From an optimization exercise on the open Yosys and OpenROAD flow, aimed at small area, a short achievable clock period and few clock cycles; shortcuts taken in it are not production practice.
Only simulation tests tie the RTL to the original design; equivalence was not proved.
Power figures rest on the tool's default switching activity, not on a simulated workload.

==> flow/design.v <==
module C_ALU (op, in0, in1, dout);
	input [2:0] op;
	input [15:0] in0;
	input [15:0] in1;
	output reg [15:0] dout;
	always @ * begin
		case(op)
			3'b000: dout = in0+in1;
			3'b001: dout = in0&in1;
			3'b010: dout = in0|in1;
			3'b011: dout = in0^in1;
			3'b100: dout = in0-in1;
			3'b101: dout = ~(in0&in1);
			3'b110: dout = ~(in0|in1);
			3'b111: dout = ~(in0^in1);
		endcase
	end
endmodule
module C_Comparator (op, in0, in1, out);
	input [1:0] op;
	input [15:0] in0;
	input [15:0] in1;
	output reg out;
	always @ * begin
		out = 0;
		case (op)
			default: if(in0 == in1) out = 1'b1;		
			2'b01: if(in0 < in1) out = 1'b1;
			2'b10: if (in0 != in1) out = 1'b1;
			2'b11: if (in0 >= in1) out = 1'b1;
		endcase
	end
endmodule
module C_Immediate (instruction, immediate);
	input [15:0] instruction;
	output reg [15:0] immediate;
	always @ * begin
		case (instruction [15:13])
			3'b000:
				immediate = {{8{instruction[10]}}, instruction[10:3]};  
			3'b001:
				case (instruction [12])
					1'b0: immediate = {{10{instruction[11]}}, instruction[11:6]};  
					default: immediate = {{5{instruction[9]}}, instruction[9:0], 1'b0};  
				endcase
			3'b010:
				immediate = {{6{instruction[11]}}, instruction[11:3], 1'b0};  
			3'b011:
				immediate = {{5{instruction[9]}}, instruction[9:0], 1'b0};  
			default: immediate = {{8{instruction[12]}}, instruction[12:6], 1'b0};  
		endcase
	end
endmodule
module C_Mux_3 (sel, in0, in1, in2, in3, in4, in5, in6, in7, out);
   parameter BITS = 1;
	input [2:0] sel;
	input [BITS-1:0] in0;
	input [BITS-1:0] in1;
	input [BITS-1:0] in2;
	input [BITS-1:0] in3;
	input [BITS-1:0] in4;
	input [BITS-1:0] in5;
	input [BITS-1:0] in6;
	input [BITS-1:0] in7;
	output reg [BITS-1:0] out;
	always @ * begin
		case (sel)
			default : out = in0;
			3'b001 : out = in1;
			3'b010 : out = in2;
			3'b011 : out = in3;
			3'b100 : out = in4;
			3'b101 : out = in5;
			3'b110 : out = in6;
			3'b111 : out = in7;
		endcase
	end
endmodule
module C_Decoder_3 (dis, sel, out0, out1, out2, out3, out4, out5, out6, out7);
	input dis;
	input [2:0] sel;
	output reg out0;
	output reg out1;
	output reg out2;
	output reg out3;
	output reg out4;
	output reg out5;
	output reg out6;
	output reg out7;
	always @ (dis or sel)
	begin
		case ({dis, sel})
			4'b0000 : {out7, out6, out5, out4, out3, out2, out1, out0} = 8'b0000_0001;
			4'b0001 : {out7, out6, out5, out4, out3, out2, out1, out0} = 8'b0000_0010;
			4'b0010 : {out7, out6, out5, out4, out3, out2, out1, out0} = 8'b0000_0100;
			4'b0011 : {out7, out6, out5, out4, out3, out2, out1, out0} = 8'b0000_1000;
			4'b0100 : {out7, out6, out5, out4, out3, out2, out1, out0} = 8'b0001_0000;
			4'b0101 : {out7, out6, out5, out4, out3, out2, out1, out0} = 8'b0010_0000;
			4'b0110 : {out7, out6, out5, out4, out3, out2, out1, out0} = 8'b0100_0000;
			4'b0111 : {out7, out6, out5, out4, out3, out2, out1, out0} = 8'b1000_0000;
			default : {out7, out6, out5, out4, out3, out2, out1, out0} = 8'b0000_0000;
		endcase
	end
endmodule
module C_Register (clk, rst, save, in, out);
	parameter BITS = 16;
	input clk;
	input rst;
	input save;
	input [BITS-1:0] in;
	output reg [BITS-1:0] out;
	always @ (posedge clk, posedge rst) begin
	   if (rst)
			out <= {BITS{1'b0}};
		else if (save)
			out <= in;
	end
endmodule
module C_SHIFT (immediate, in0, out);
	input signed [4:0] immediate;
	input [15:0] in0;
	output reg [15:0] out;
	always @(*) begin
		if (immediate < 0) begin
			out = in0 >> -immediate;  
		end else begin
			out = in0 << immediate;
		end
	end
endmodule
module L_Control (
	input [15:0] in,
	output reg [1:0] ALUInput1Select,
	output reg [1:0] ALUInput2Select,
	output reg [2:0] ALUOp,
	output reg [1:0] PCOutSelect,
	output reg [0:0] SPOutSelect,
	output reg [0:0] RAOutSelect,
	output reg [1:0] MemoryAddrSelect,
	output reg [0:0] MemoryOutSelect,
	output reg [2:0] RegisterOutSelect,
	output reg [4:0] shiftAmount,
	output reg registerWrite,
	output reg spWrite,
	output reg raWrite,
	output reg memoryWrite,
	output reg outputLineWrite,
	output reg forcePCAlternate  
);
	always @ * begin
		ALUInput1Select = 0;
		ALUInput2Select = 0;
		ALUOp = 0;
		RegisterOutSelect = 0;
		SPOutSelect = 0;
		PCOutSelect = 0;
		RAOutSelect = 0;
		MemoryAddrSelect = 0;
		MemoryOutSelect = 0;
		shiftAmount = 0;
		registerWrite = 0;
		spWrite = 0;
		raWrite = 0;
		memoryWrite = 0;
		outputLineWrite = 0;
		forcePCAlternate = 0;
		case (in [15:13])
			3'b000:
				case (in [12])
					1'b0:
						begin
							ALUInput1Select = 2;
							ALUInput2Select = 1;
							ALUOp	= in[11:9];
							registerWrite = 1;
							RegisterOutSelect = 1;
						end
					default:
						begin
							case (in[11])
								1'b0:
									begin
										RegisterOutSelect = 2;
										PCOutSelect = 0;
										registerWrite = 1;
										spWrite = 0;
										raWrite = 0;
										memoryWrite = 0;
										forcePCAlternate = 0;
									end
								default:
									begin
										RegisterOutSelect = 3;
										PCOutSelect = 0;
										registerWrite = 1;
										spWrite = 0;
										raWrite = 0;
										memoryWrite = 0;
										forcePCAlternate = 0;
									end
							endcase
						end
				endcase
			3'b001:
				case (in[12])
					1'b0:
						begin
							ALUInput1Select = 2;
							ALUInput2Select = 0;
							ALUOp = 0;
							RegisterOutSelect = 1;
							PCOutSelect = 0;
							registerWrite = 1;
							spWrite = 0;
							raWrite = 0;
							memoryWrite = 0;
							forcePCAlternate = 0;
						end
					default:
						case (in[11])
							1'b0:
									begin
										RegisterOutSelect = 4;
										PCOutSelect = 0;
										shiftAmount = in[10:6]; 
										registerWrite = 1;
										spWrite = 0;
										raWrite = 0;
										memoryWrite = 0;
										forcePCAlternate = 0;
									end
							default:
								case (in[10])
									1'b0:
										begin
											ALUInput1Select = 1;
											ALUInput2Select = 0;
											ALUOp = 0;
											SPOutSelect = 0;
											PCOutSelect = 2;
											RAOutSelect = 0;
											MemoryAddrSelect = 2;
											registerWrite = 0;
											spWrite = 1;
											raWrite = 1;
											memoryWrite = 0;
											forcePCAlternate = 1;
										end
									1'b1:
									begin
										ALUInput1Select = 0;
										ALUInput2Select = 0;
										ALUOp = 0;
										PCOutSelect = 1;
										RAOutSelect = 1;
										MemoryAddrSelect = 1;
										MemoryOutSelect = 1;
										registerWrite = 0;
										spWrite = 0;
										raWrite = 1;
										memoryWrite = 1;
										forcePCAlternate = 1;
									end
									default: ;
								endcase
						endcase
				endcase
			3'b010:
				case (in [12])
					1'b0:
						begin
							ALUInput1Select = 1;
							ALUInput2Select = 0;
							ALUOp = 0;
							RegisterOutSelect = 0;
							PCOutSelect = 0;
							MemoryAddrSelect = 2;
							MemoryOutSelect = 0;
							registerWrite = 0;
							spWrite = 0;
							raWrite = 0;
							memoryWrite = 1;
							forcePCAlternate = 0;
						end
					default: 
						begin
							ALUInput1Select = 1;
							ALUInput2Select = 0;
							ALUOp = 0;
							RegisterOutSelect = 0;
							PCOutSelect = 0;
							MemoryAddrSelect = 2;
							registerWrite = 1;
							spWrite = 0;
							raWrite = 0;
							memoryWrite = 0;
							forcePCAlternate = 0;
						end
				endcase
			3'b011:
				case (in [12:10])
					3'b100 :
						case (in [9:6])
							4'b0010:
								begin
									PCOutSelect = 0;
									MemoryAddrSelect = 0;
									MemoryOutSelect = 0;
									registerWrite = 0;
									spWrite = 0;
									raWrite = 0;
									memoryWrite = 1;
									forcePCAlternate = 0;
								end
							4'b0011:
								begin
									RegisterOutSelect = 0;
									PCOutSelect = 0;
									MemoryAddrSelect = 0;
									registerWrite = 1;
									spWrite = 0;
									raWrite = 0;
									memoryWrite = 0;
									forcePCAlternate = 0;
								end
							default :
								case (in [5:3])
									3'b000:
										begin
											RegisterOutSelect = 7;
											PCOutSelect = 0;
											registerWrite = 1;
											spWrite = 0;
											raWrite = 0;
											memoryWrite = 0;
											forcePCAlternate = 0;
										end
									default:
										begin
											PCOutSelect = 0;
											registerWrite = 0;
											spWrite = 0;
											raWrite = 0;
											memoryWrite = 0;
											outputLineWrite = 1;
											forcePCAlternate = 0;
										end
								endcase
						endcase
					3'b101 :
						case (in [9:3])
							7'b0000000:
									begin
										RegisterOutSelect = 5;
										PCOutSelect = 0;
										registerWrite = 1;
										spWrite = 0;
										raWrite = 0;
										memoryWrite = 0;
										forcePCAlternate = 0;
									end
							7'b0100000:
									begin
										ALUInput1Select = 1;
										ALUInput2Select = 2;
										ALUOp = 0;
										SPOutSelect = 0;
										PCOutSelect = 0;
										registerWrite = 0;
										spWrite = 1;
										raWrite = 0;
										memoryWrite = 0;
										forcePCAlternate = 0;
									end
							7'b0100001:
									begin
										SPOutSelect = 1;
										PCOutSelect = 0;
										registerWrite = 0;
										spWrite = 1;
										raWrite = 0;
										memoryWrite = 0;
										forcePCAlternate = 0;
									end
							7'b1000000:
									begin
										RegisterOutSelect = 6;
										PCOutSelect = 0;
										registerWrite = 1;
										spWrite = 0;
										raWrite = 0;
										memoryWrite = 0;
										forcePCAlternate = 0;
									end
							7'b1100000:
									begin
										ALUInput1Select = 0;
										ALUInput2Select = 2;
										ALUOp = 0;
										PCOutSelect = 1;
										shiftAmount = 0;
										registerWrite = 0;
										spWrite = 0;
										raWrite = 0;
										memoryWrite = 0;
										forcePCAlternate = 1;
									end
							default:
									begin
										PCOutSelect = 3;
										registerWrite = 0;
										spWrite = 0;
										raWrite = 0;
										memoryWrite = 0;
										forcePCAlternate = 1;
									end
						endcase
					3'b110 :
						begin
							ALUInput1Select = 1;
							ALUInput2Select = 0;
							ALUOp = 0;
							SPOutSelect = 0;
							PCOutSelect = 0;
							registerWrite = 0;
							spWrite = 1;
							raWrite = 0;
							memoryWrite = 0;
							forcePCAlternate = 0;
						end
					default:
						begin
							ALUInput1Select = 0;
							ALUInput2Select = 0;
							ALUOp = 0;
							RegisterOutSelect = 0;
							SPOutSelect = 0;
							PCOutSelect = 1;
							registerWrite = 0;
							spWrite = 0;
							raWrite = 0;
							memoryWrite = 0;
							forcePCAlternate = 1;
						end
				endcase
			default:
				begin
					ALUInput1Select = 0;
					ALUInput2Select = 0;
					ALUOp = 0;
					PCOutSelect = 1;
					registerWrite = 0;
					spWrite = 0;
					raWrite = 0;
					memoryWrite = 0;
					forcePCAlternate = 0;
				end
		endcase
	end
endmodule
module L_Register_File(sel0, sel1, sel2, in, writeDisable, clk, rst, out0, out1, out2);
	input [2:0] sel0;
	input [2:0] sel1;
	input [2:0] sel2;
	input writeDisable;
	input clk;
	input rst;
	input [15:0] in;
	output [15:0] out0;
	output [15:0] out1;
	output [15:0] out2;
	wire x0WriteEnable;
	wire x1WriteEnable;
	wire x2WriteEnable;
	wire x3WriteEnable;
	wire x4WriteEnable;
	wire x5WriteEnable;
	wire x6WriteEnable;
	wire x7WriteEnable;
	wire [15:0] x0Value;
	wire [15:0] x1Value;
	wire [15:0] x2Value;
	wire [15:0] x3Value;
	wire [15:0] x4Value;
	wire [15:0] x5Value;
	wire [15:0] x6Value;
	wire [15:0] x7Value;
	C_Decoder_3 REGISTER_WRITE_SELECT (.dis(writeDisable), .sel(sel0), .out0(x0WriteEnable), .out1(x1WriteEnable), .out2(x2WriteEnable), .out3(x3WriteEnable), .out4(x4WriteEnable), .out5(x5WriteEnable), .out6(x6WriteEnable), .out7(x7WriteEnable));
	C_Register # (.BITS(16)) REGISTER_x0 (.clk(clk), .rst(rst), .save(x0WriteEnable), .in(in), .out(x0Value));
	C_Register # (.BITS(16)) REGISTER_x1 (.clk(clk), .rst(rst), .save(x1WriteEnable), .in(in), .out(x1Value));
	C_Register # (.BITS(16)) REGISTER_x2 (.clk(clk), .rst(rst), .save(x2WriteEnable), .in(in), .out(x2Value));
	C_Register # (.BITS(16)) REGISTER_x3 (.clk(clk), .rst(rst), .save(x3WriteEnable), .in(in), .out(x3Value));
	C_Register # (.BITS(16)) REGISTER_x4 (.clk(clk), .rst(rst), .save(x4WriteEnable), .in(in), .out(x4Value));
	C_Register # (.BITS(16)) REGISTER_x5 (.clk(clk), .rst(rst), .save(x5WriteEnable), .in(in), .out(x5Value));
	C_Register # (.BITS(16)) REGISTER_x6 (.clk(clk), .rst(rst), .save(x6WriteEnable), .in(in), .out(x6Value));
	C_Register # (.BITS(16)) REGISTER_x7 (.clk(clk), .rst(rst), .save(x7WriteEnable), .in(in), .out(x7Value));
	C_Mux_3 # (.BITS(16)) REGISTER_MUX_0 (.sel(sel0), .in0(x0Value), .in1(x1Value), .in2(x2Value), .in3(x3Value), .in4(x4Value), .in5(x5Value), .in6(x6Value), .in7(x7Value), .out(out0));
	C_Mux_3 # (.BITS(16)) REGISTER_MUX_1 (.sel(sel1), .in0(x0Value), .in1(x1Value), .in2(x2Value), .in3(x3Value), .in4(x4Value), .in5(x5Value), .in6(x6Value), .in7(x7Value), .out(out1));
	C_Mux_3 # (.BITS(16)) REGISTER_MUX_2 (.sel(sel2), .in0(x0Value), .in1(x1Value), .in2(x2Value), .in3(x3Value), .in4(x4Value), .in5(x5Value), .in6(x6Value), .in7(x7Value), .out(out2));
endmodule
module L_Value_Selection (
	input [15:0] inputLine,
	input [15:0] in0,
	input [15:0] in1,
	input [15:0] in2,
	input [15:0] spIn,
	input [15:0] pcIn,
	input [15:0] raIn,
	input [15:0] memoryIn,
	input [15:0] immediate,
	output reg [15:0] out,
	output reg [15:0] spOut,
	output reg [15:0] pcOut,
	output reg [15:0] raOut,
	output reg [15:0] memoryAddress,
	output reg [15:0] memoryOut,
	input [1:0] ALUInput1Select,
	input [1:0] ALUInput2Select,
	input [2:0] ALUOp,
	input [1:0] CompOp,
	input [1:0] PCOutSelect,
	input [0:0] SPOutSelect,
	input [0:0] RAOutSelect,
	input [1:0] MemoryAddrSelect,
	input [0:0] MemoryOutSelect,
	input [2:0] RegisterOutSelect,
	input [4:0] shiftAmount,
	input forcePCAlternate
);
	wire [15:0] pcIncrementValue;
	assign pcIncrementValue = pcIn + 2;
	reg [15:0] ALUInput1;
	reg [15:0] ALUInput2;
	wire [15:0] ALUOut;
	C_ALU ALU (.op(ALUOp), .in0(ALUInput1), .in1(ALUInput2), .dout(ALUOut));
	wire [15:0] shiftOut;
	C_SHIFT SHIFTER (.immediate(shiftAmount), .in0(in1), .out(shiftOut));
	wire comparatorSelect;
	C_Comparator COMPARE (.op(CompOp), .in0(in0), .in1(in1), .out(comparatorSelect));
	always @ * begin
		case (ALUInput1Select)
			2'b00: ALUInput1 <= pcIn;
			2'b01: ALUInput1 <= spIn;
			default: ALUInput1 <= in1;
		endcase
		case (ALUInput2Select)
			2'b00: ALUInput2 <= immediate;
			2'b01: ALUInput2 <= in2;
			default: ALUInput2 <= in0;
		endcase
		case (PCOutSelect & {2{forcePCAlternate | comparatorSelect}})
			default: pcOut <= pcIncrementValue;
			2'b01: pcOut <= ALUOut;
			2'b10: pcOut <= raIn;
			2'b11: pcOut <= in0;
		endcase
		case (SPOutSelect)
			1'b0: spOut <= ALUOut;
			default: spOut <= in0;
		endcase
		case (RAOutSelect)
			1'b0: raOut <= memoryIn;
			default: raOut <= pcIncrementValue;
		endcase
		case (MemoryOutSelect)
			1'b0: memoryOut <= in0;
			default: memoryOut <= raIn;
		endcase
		case (MemoryAddrSelect)
			2'b00: memoryAddress <= in1;
			2'b01: memoryAddress <= spIn;
			default: memoryAddress <= ALUOut;
		endcase
		case (RegisterOutSelect)
			3'b000: out <= memoryIn;
			3'b001: out <= ALUOut;
			3'b010: out <= {immediate[7:0], in0[7:0]};
			3'b011: out <= immediate;
			3'b100: out <= shiftOut;
			3'b101: out <= spIn;
			3'b110: out <= pcIn;
			default: out <= inputLine;
		endcase
	end
endmodule
module L_Logical_Sector (
	input [15:0] instruction,
	input [15:0] inputLine,
	output reg [15:0] outputLine,
	output outputLineWrite,
	input [15:0] in0,
	input [15:0] in1,
	input [15:0] in2,
	input [15:0] spIn,
	input [15:0] pcIn,
	input [15:0] raIn,
	input [15:0] memoryIn,
	output [15:0] out,
	output [15:0] spOut,
	output [15:0] pcOut,
	output [15:0] raOut,
	output [15:0] memoryAddress,
	output [15:0] memoryOut,
	output registerWrite,
	output spWrite,
	output raWrite,
	output memoryWrite
);
	wire [1:0] ALUInput1Select;
	wire [1:0] ALUInput2Select;
	wire [2:0] ALUOp;
	wire [1:0] CompOp;
	wire [1:0] PCOutSelect;
	wire [0:0] SPOutSelect;
	wire [0:0] RAOutSelect;
	wire [1:0] MemoryAddrSelect;
	wire [0:0] MemoryOutSelect;
	wire [2:0] RegisterOutSelect;
	wire [4:0] shiftAmount;
	wire [15:0] immediate;
	wire forcePCAlternate;
	L_Value_Selection VALUE_ROUTING (
		.inputLine(inputLine),
		.in0(in0),
		.in1(in1),
		.in2(in2),
		.spIn(spIn),
		.pcIn(pcIn),
		.raIn(raIn),
		.memoryIn(memoryIn),
		.immediate(immediate),
		.out(out),
		.spOut(spOut),
		.pcOut(pcOut),
		.raOut(raOut),
		.memoryAddress(memoryAddress),
		.memoryOut(memoryOut),
		.ALUInput1Select(ALUInput1Select),
		.ALUInput2Select(ALUInput2Select),
		.ALUOp(ALUOp),
		.CompOp(instruction[14:13]),
		.PCOutSelect(PCOutSelect),
		.SPOutSelect(SPOutSelect),
		.RAOutSelect(RAOutSelect),
		.MemoryAddrSelect(MemoryAddrSelect),
		.MemoryOutSelect(MemoryOutSelect),
		.RegisterOutSelect(RegisterOutSelect),
		.shiftAmount(shiftAmount),
		.forcePCAlternate(forcePCAlternate)
	);
	L_Control CONTROL_GENERATOR (
		.in(instruction),
		.ALUInput1Select(ALUInput1Select),
		.ALUInput2Select(ALUInput2Select),
		.ALUOp(ALUOp),
		.PCOutSelect(PCOutSelect),
		.SPOutSelect(SPOutSelect),
		.RAOutSelect(RAOutSelect),
		.MemoryAddrSelect(MemoryAddrSelect),
		.MemoryOutSelect(MemoryOutSelect),
		.RegisterOutSelect(RegisterOutSelect),
		.shiftAmount(shiftAmount),
		.registerWrite(registerWrite),
		.spWrite(spWrite),
		.raWrite(raWrite),
		.memoryWrite(memoryWrite),
		.outputLineWrite(outputLineWrite),
		.forcePCAlternate(forcePCAlternate)
	);
	C_Immediate IMMEDIATE_GENERATOR (
		.instruction(instruction),
		.immediate(immediate)
	);
	always @ * begin
		case (outputLineWrite)
			1'b0: outputLine = 0;
			default: outputLine = in0;
		endcase
	end
endmodule
module P_Liu (
	input clk,
	input rst,	
	input [15:0] inputLine,
	output [15:0] outputLine,
	output outputLineWrite,
	output [9:0] imem_addr,
	input [15:0] imem_rdata,
	output [9:0] dmem_addr,
	output [15:0] dmem_wdata,
	output dmem_we,
	input [15:0] dmem_rdata
);
	wire [15:0] instruction;
	wire [15:0] RegisterOut0;
	wire [15:0] RegisterOut1;
	wire [15:0] RegisterOut2;
	wire [15:0] registerDataInBus;
	wire [15:0] spDataInBus;
	wire [15:0] pcDataInBus;
	wire [15:0] raDataInBus;
	wire [15:0] memoryAddress;
	wire [15:0] memoryDataInBus;
	wire GPRegisterWriteDisable;
	wire GPRegisterWriteEnable;
	assign GPRegisterWriteDisable = ~GPRegisterWriteEnable;
	wire spWriteEnable;
	wire raWriteEnable;
	wire memoryWriteEnable;
	wire [15:0] spValue;
	wire [15:0] pcValue;
	wire [15:0] raValue;
	wire [15:0] memoryValue;
	L_Register_File REGISTER_FILE (
		.sel0(instruction[2:0]),
		.sel1(instruction[5:3]),
		.sel2(instruction[8:6]),
		.writeDisable(GPRegisterWriteDisable),
		.in(registerDataInBus),
		.clk(clk),
		.rst(rst),
		.out0(RegisterOut0),
		.out1(RegisterOut1),
		.out2(RegisterOut2)
	);
	C_Register # (.BITS(16)) REGISTER_sp (
		.clk(clk),
		.rst(rst),
		.save(spWriteEnable),
		.in(spDataInBus),
		.out(spValue)
	);
	C_Register # (.BITS(16)) REGISTER_pc (
		.clk(clk),
		.rst(rst),
		.save(1'b1),
		.in(pcDataInBus),
		.out(pcValue)
	);
	C_Register # (.BITS(16)) REGISTER_ra (
		.clk(clk),
		.rst(rst),
		.save(raWriteEnable),
		.in(raDataInBus),
		.out(raValue)
	);
	assign instruction = imem_rdata;
	assign memoryValue = dmem_rdata;
	assign imem_addr = rst ? 10'd0 : pcDataInBus[10:1];
	assign dmem_addr = memoryAddress[10:1];
	assign dmem_wdata = memoryDataInBus;
	assign dmem_we = memoryWriteEnable;
	L_Logical_Sector Logic (
		.instruction(instruction),
		.inputLine(inputLine),
		.outputLine(outputLine),
		.outputLineWrite(outputLineWrite),
		.in0(RegisterOut0),
		.in1(RegisterOut1),
		.in2(RegisterOut2),
		.spIn(spValue),
		.pcIn(pcValue),
		.raIn(raValue),
		.memoryIn(memoryValue),
		.out(registerDataInBus),
		.spOut(spDataInBus),
		.pcOut(pcDataInBus),
		.raOut(raDataInBus),
		.memoryAddress(memoryAddress),
		.memoryOut(memoryDataInBus),
		.registerWrite(GPRegisterWriteEnable),
		.spWrite(spWriteEnable),
		.raWrite(raWriteEnable),
		.memoryWrite(memoryWriteEnable)
	);
endmodule
==> flow/run.sh <==
#!/bin/bash
# synth_recipe.tcl (not shown) runs the flow's synth.tcl, then flattens the netlist and writes it again
# the make line also repeats each setting of config.mk as NAME=value (left out here)
make -C /OpenROAD-flow-scripts/flow DESIGN_CONFIG=/design/flow/config.mk WORK_HOME=/design/flow/orfs CLKGATE_MAP_FILE= SYNTH_SCRIPT=/design/flow/synth_recipe.tcl finish
==> flow/config.mk <==
export PLATFORM = sky130hd
export DESIGN_NAME = P_Liu
export DESIGN_NICKNAME = P_Liu
export VERILOG_FILES = /design/flow/design.v
export SDC_FILE = /design/flow/constraint.sdc
export NUM_CORES = 4
export LEC_CHECK = 0
export CAP_MARGIN = 20
export CORE_MARGIN = 2
export CORE_UTILIZATION = 40
export SLEW_MARGIN = 20
==> flow/constraint.sdc <==
create_clock -name core_clock -period 11.0 [get_ports {clk}]
set_input_delay 2.2000 -clock core_clock [delete_from_list [all_inputs] [get_ports {clk}]]
set_output_delay 2.2000 -clock core_clock [all_outputs]
set_load 0.01 [all_outputs]
==> notes.md <==
## tightest hold or removal path: cells and delay by family (launching register included)
kind            cells  cell delay, ns
compound gates      1            0.06
simple gates        1            0.05
flops               1            0.37
## final timing paths
kind,depth (start not counted),slack [ns],endpoint
min in group asynchronous,2,2.28,REGISTER_pc.out[8]$_DFF_PP0_
hold / removal,2,0.52,REGISTER_ra.out[6]$_DFFE_PP0P_
max in group asynchronous,3,7.32,REGISTER_FILE.REGISTER_x6.out[9]$_DFFE_PP0P_
hold reg to reg,2,0.52,REGISTER_ra.out[6]$_DFFE_PP0P_
setup / recovery,19,0.59,imem_addr[7]
setup reg to reg,19,4.59,REGISTER_FILE.REGISTER_x2.out[13]$_DFFE_PP0P_
## registers in the layout, indices dropped and copies added (netlist names)
register,count
REGISTER_FILE.REGISTER_x0.out,16
REGISTER_FILE.REGISTER_x1.out,16
REGISTER_FILE.REGISTER_x2.out,16
REGISTER_FILE.REGISTER_x3.out,16
REGISTER_FILE.REGISTER_x4.out,16
REGISTER_FILE.REGISTER_x5.out,16
REGISTER_FILE.REGISTER_x6.out,16
REGISTER_FILE.REGISTER_x7.out,16
REGISTER_pc.out,16
REGISTER_ra.out,16
REGISTER_sp.out,16
## cells in the final DEF, fill, tap and decap left out, types with 43 or more instances in the layout
cell type        netlist  layout
nand2_1              308     308
dfrtp_1              176     176
inv_1                 88      87
o22ai_1               43      43
ha_1                  67      67
o21ai_1               52      52
clkdlybuf4s50_1        0      94
a21oi_1              115     114
o21ai_0              168     168
nor2b_1               43      43
o31ai_1               52      52
buf_4                 12     131
nor2_1               210     208
xnor2_1               45      45
mux2i_1              120     120
## cell families (layout without fill, tap and decap cells)
family / after synthesis / after routing
DFF: 176 / 176
xor gates and xnor gates: 64 / 64
other: 0 / 1
AOI/OAI and AO/OA: 762 / 762
buffers and inverters: 273 / 367
and+or+nand+nor: 779 / 779
adders and majority gates: 68 / 68
muxes: 160 / 160
## through the flow
stage | power, mW | cell area (sq um) | worst slack, ns | utilization
global route | 4.09 | 20400 | 0.349 | 0.462
floorplan | 2.28 | 17900 | 2.39 | -
finish | 3.91 | 20400 | 0.594 | 0.462
CTS | 3.85 | 20400 | 0.705 | 0.462
detailed placement | 3.17 | 19800 | 0.735 | 0.448
global placement | 3.15 | 19800 | 0.753 | 0.448
## area by class of cell
type                            count  share of cell area
Clock inverter                     14             0.00863
Inverter                          100              0.0186
Clock buffer                       18              0.0215
Antenna cell                        1            0.000122
Sequential cell                   176               0.215
Multi-Input combinational cell   1833               0.602
Timing Repair Buffer              235              0.0973
Tap cell                          592              0.0362
## routing by layer
layer / up-vias / part of all wire
li1: 8604 / -
met2: 1282 / 0.43
met5: - / 0.00026
met3: 276 / 0.11
met4: 4 / 0.057
met1: 9541 / 0.41
## power by group
part,internal [mW],switching (mW)
logic,0.827,1.27
clock network,0.316,0.358
registers,0.849,0.294
==> flow_metrics.py <==
metrics = {
    "synth": {
        "async_reset_ff_frac": 1.00,
        "syn_area_per_cell_sq_um": 7.84,
        "synth_ff_type": "dfrtp_1",
        "synth_xor_area_frac": 0.0324,
        "syn_area_sq_um": 17900,
        "synth.most_common_cell": "nand2_1",
        "synth-edff-count": 0,
        "ys.warnings.count": 10,
        "synthTopCellsByArea": "dfrtp_1 25%, mux2i_1 6.7%, nand2_1 6.5%",
        "ys_seq_elements": 176,
        "muxShareOfSynthArea": 0.103,
        "synth_top_cell_by_area": "dfrtp_1",
        "synth.top_cell.area_share": 0.246,
        "synthAdderAreaFrac": 0.0480,
        "synth_compound_area_frac": 0.302,
        "yosysSeqAreaShare": 0.246,
        "synth_cells": 2282,
        "yosys.area_share.simple": 0.201,
        "yosys-top-cells-count": "308 x nand2_1, 210 x nor2_1, 176 x dfrtp_1",
        "ys_types": 109,
        "synth_top_family_by_area": "compound AO/OA/AOI/OAI gates",
        "syn-num-nets": 2400,
    },
    "sta": {
        "finalClockSkew_ns": 0.0188,
        "hold_slack_ns": 0.522,
        "tns_ns": 0,
        "period_needed_ns": 10.41,
        "maxSlewViolCount": 0,
        "max_freq_mhz": 96.1,
        "relSlewSlack": 0.213,
        "finalHoldViolCount": 0,
        "fin_crit_sh": 0.946,
        "grt_setup_unrepaired": "false",
        "worstMarginPinSlew_ns": 1.17,
        "setup_viol": 0,
    },
    "critical_path": {
        "path_delay_family": "compound AO/OA/AOI/OAI gates",
        "reg2reg_from": "REGISTER_FILE.REGISTER_x7.out[1]$_DFFE_PP0P_",
        "cp_slowest_cell": "a21oi_1",
        "path_buf_inv": 4,
        "slowest_delay_ns": 0.73,
        "path_cells": "clkdlybuf4s50_1 > buf_4 > and3b_1 > and2_4 > a21oi_1 > o221a_2 > inv_1 > ha_1 > fa_1 > nor2b_1 > o21ai_0 > a21boi_0 > or2_2 > a41o_1 > xnor2_1 > o21ai_0 > o31ai_1 > o22ai_1 > clkdlybuf4s50_1",
        "crit_type": "in -> out",
        "worst-endpoint-arrival_ns": 8.21,
        "crit_fanout": 21,
        "crit_path_start_kind": "primary input",
        "crit_start": "imem_rdata[13]",
        "required_ns": 8.80,
        "cp-end-kind": "output pin",
    },
    "run_status": {
        "status": "no timing/DRC/antenna violations",
    },
    "power_and_ir_drop": {
        "ir_worst_vdd_v": 0.000107,
        "p_leak_nw": 8.65,
        "pwr_density_cell_nw_per_um2": 191,
    },
    "global_routing": {
        "antenna_found_initial": 2,
        "grt_pass1_vias": 18500,
        "grt_usage": 0.387,
        "overflow": 0,
        "grt_util_met3": 0.0985,
        "grt_use_met1": 0.518,
        "grt_pass1_wl_microns": 132000,
        "top_usage_layer": "met2",
        "grt_max_degree": 85,
        "met2_usage": 0.582,
    },
    "route": {
        "wl_per_cell_microns": 30.7,
        "final_antenna_net_count": 0,
        "vias": 19700,
        "wl_microns": 91000,
        "via_per_inst": 6.64,
        "drtIter0Drc": 2860,
        "firstDrtPassIters": 7,
        "drc": 0,
    },
    "clock_network": {
        "cts_sinks": 176,
        "clock_latency_ns": 0.52,
        "tritoncts": "done",
        "cts_setup_buffers": 0,
        "htree_levels": 4,
        "numCtsBuffers": 17,
        "cts_hold_buf": 0,
        "cts-root-buf": "clkbuf_16",
        "clk_pin_slew_worst_paths_ns": 0.08,
        "ctsResizeCount": 0,
        "cts_buffer_depth": 2,
    },
    "floorplan": {
        "die-area_sq_um": 46400,
        "die_w_microns": 215,
        "rows": 77,
        "floorplan.initialDensity": 0.404,
        "fp.dieH_microns": 215,
        "core-area_sq_um": 44200,
        "io_pins": 104,
    },
    "cells_and_area": {
        "multi_input_comb_area_sq_um": 12300,
        "final_cell_count_no_fill": 2969,
        "layout.nets": 2481,
        "regArea_sq_um": 4400,
        "fillers": 4470,
        "area_delta_synth_final_pct": 14.3,
        "layout-drive-gt1-share": 0.124,
    },
    "hold_path": {
        "hold_start": "REGISTER_ra.out[6]$_DFFE_PP0P_",
        "hold_class": "reg -> reg",
    },
    "placement": {
        "place.gp.congestion": 1.06,
        "dp_hpwl_microns": 70400,
        "port_buffers": 103,
        "placed_cells_incl_taps": 2936,
    },
    "job": {
        "drv_cap": 0,
    },
}
Testbench counts, summed over its fixed seeds: cycles 47,249.

[static timing again, ports no longer ideal]
No port has a modelled driver above. Below, the same layout with a new extraction and two added sets of constraints.
Step 1 assumes that a clkbuf_16 drives the clock port and a buf_2 every other input.
Step 2 also shifts input and output timing later by t, the mid clock arrival at the registers, as if the neighbouring blocks saw the same clock.
Three values: ideal, step 1, step 2; two values: the first two.
t (ns): 0.577
slack for setup (ns): 0.594 / 0.572 / 0.572
worst setup path at the end: input to output
clock arrival spread, ns: 0.019 / 0.019
worst slew at a driven data input, ns: 0.09
After both steps this run still meets setup and hold. For this run, drivers alone change the setup slack by -0.022 ns; drivers and shift together by -0.022 ns.
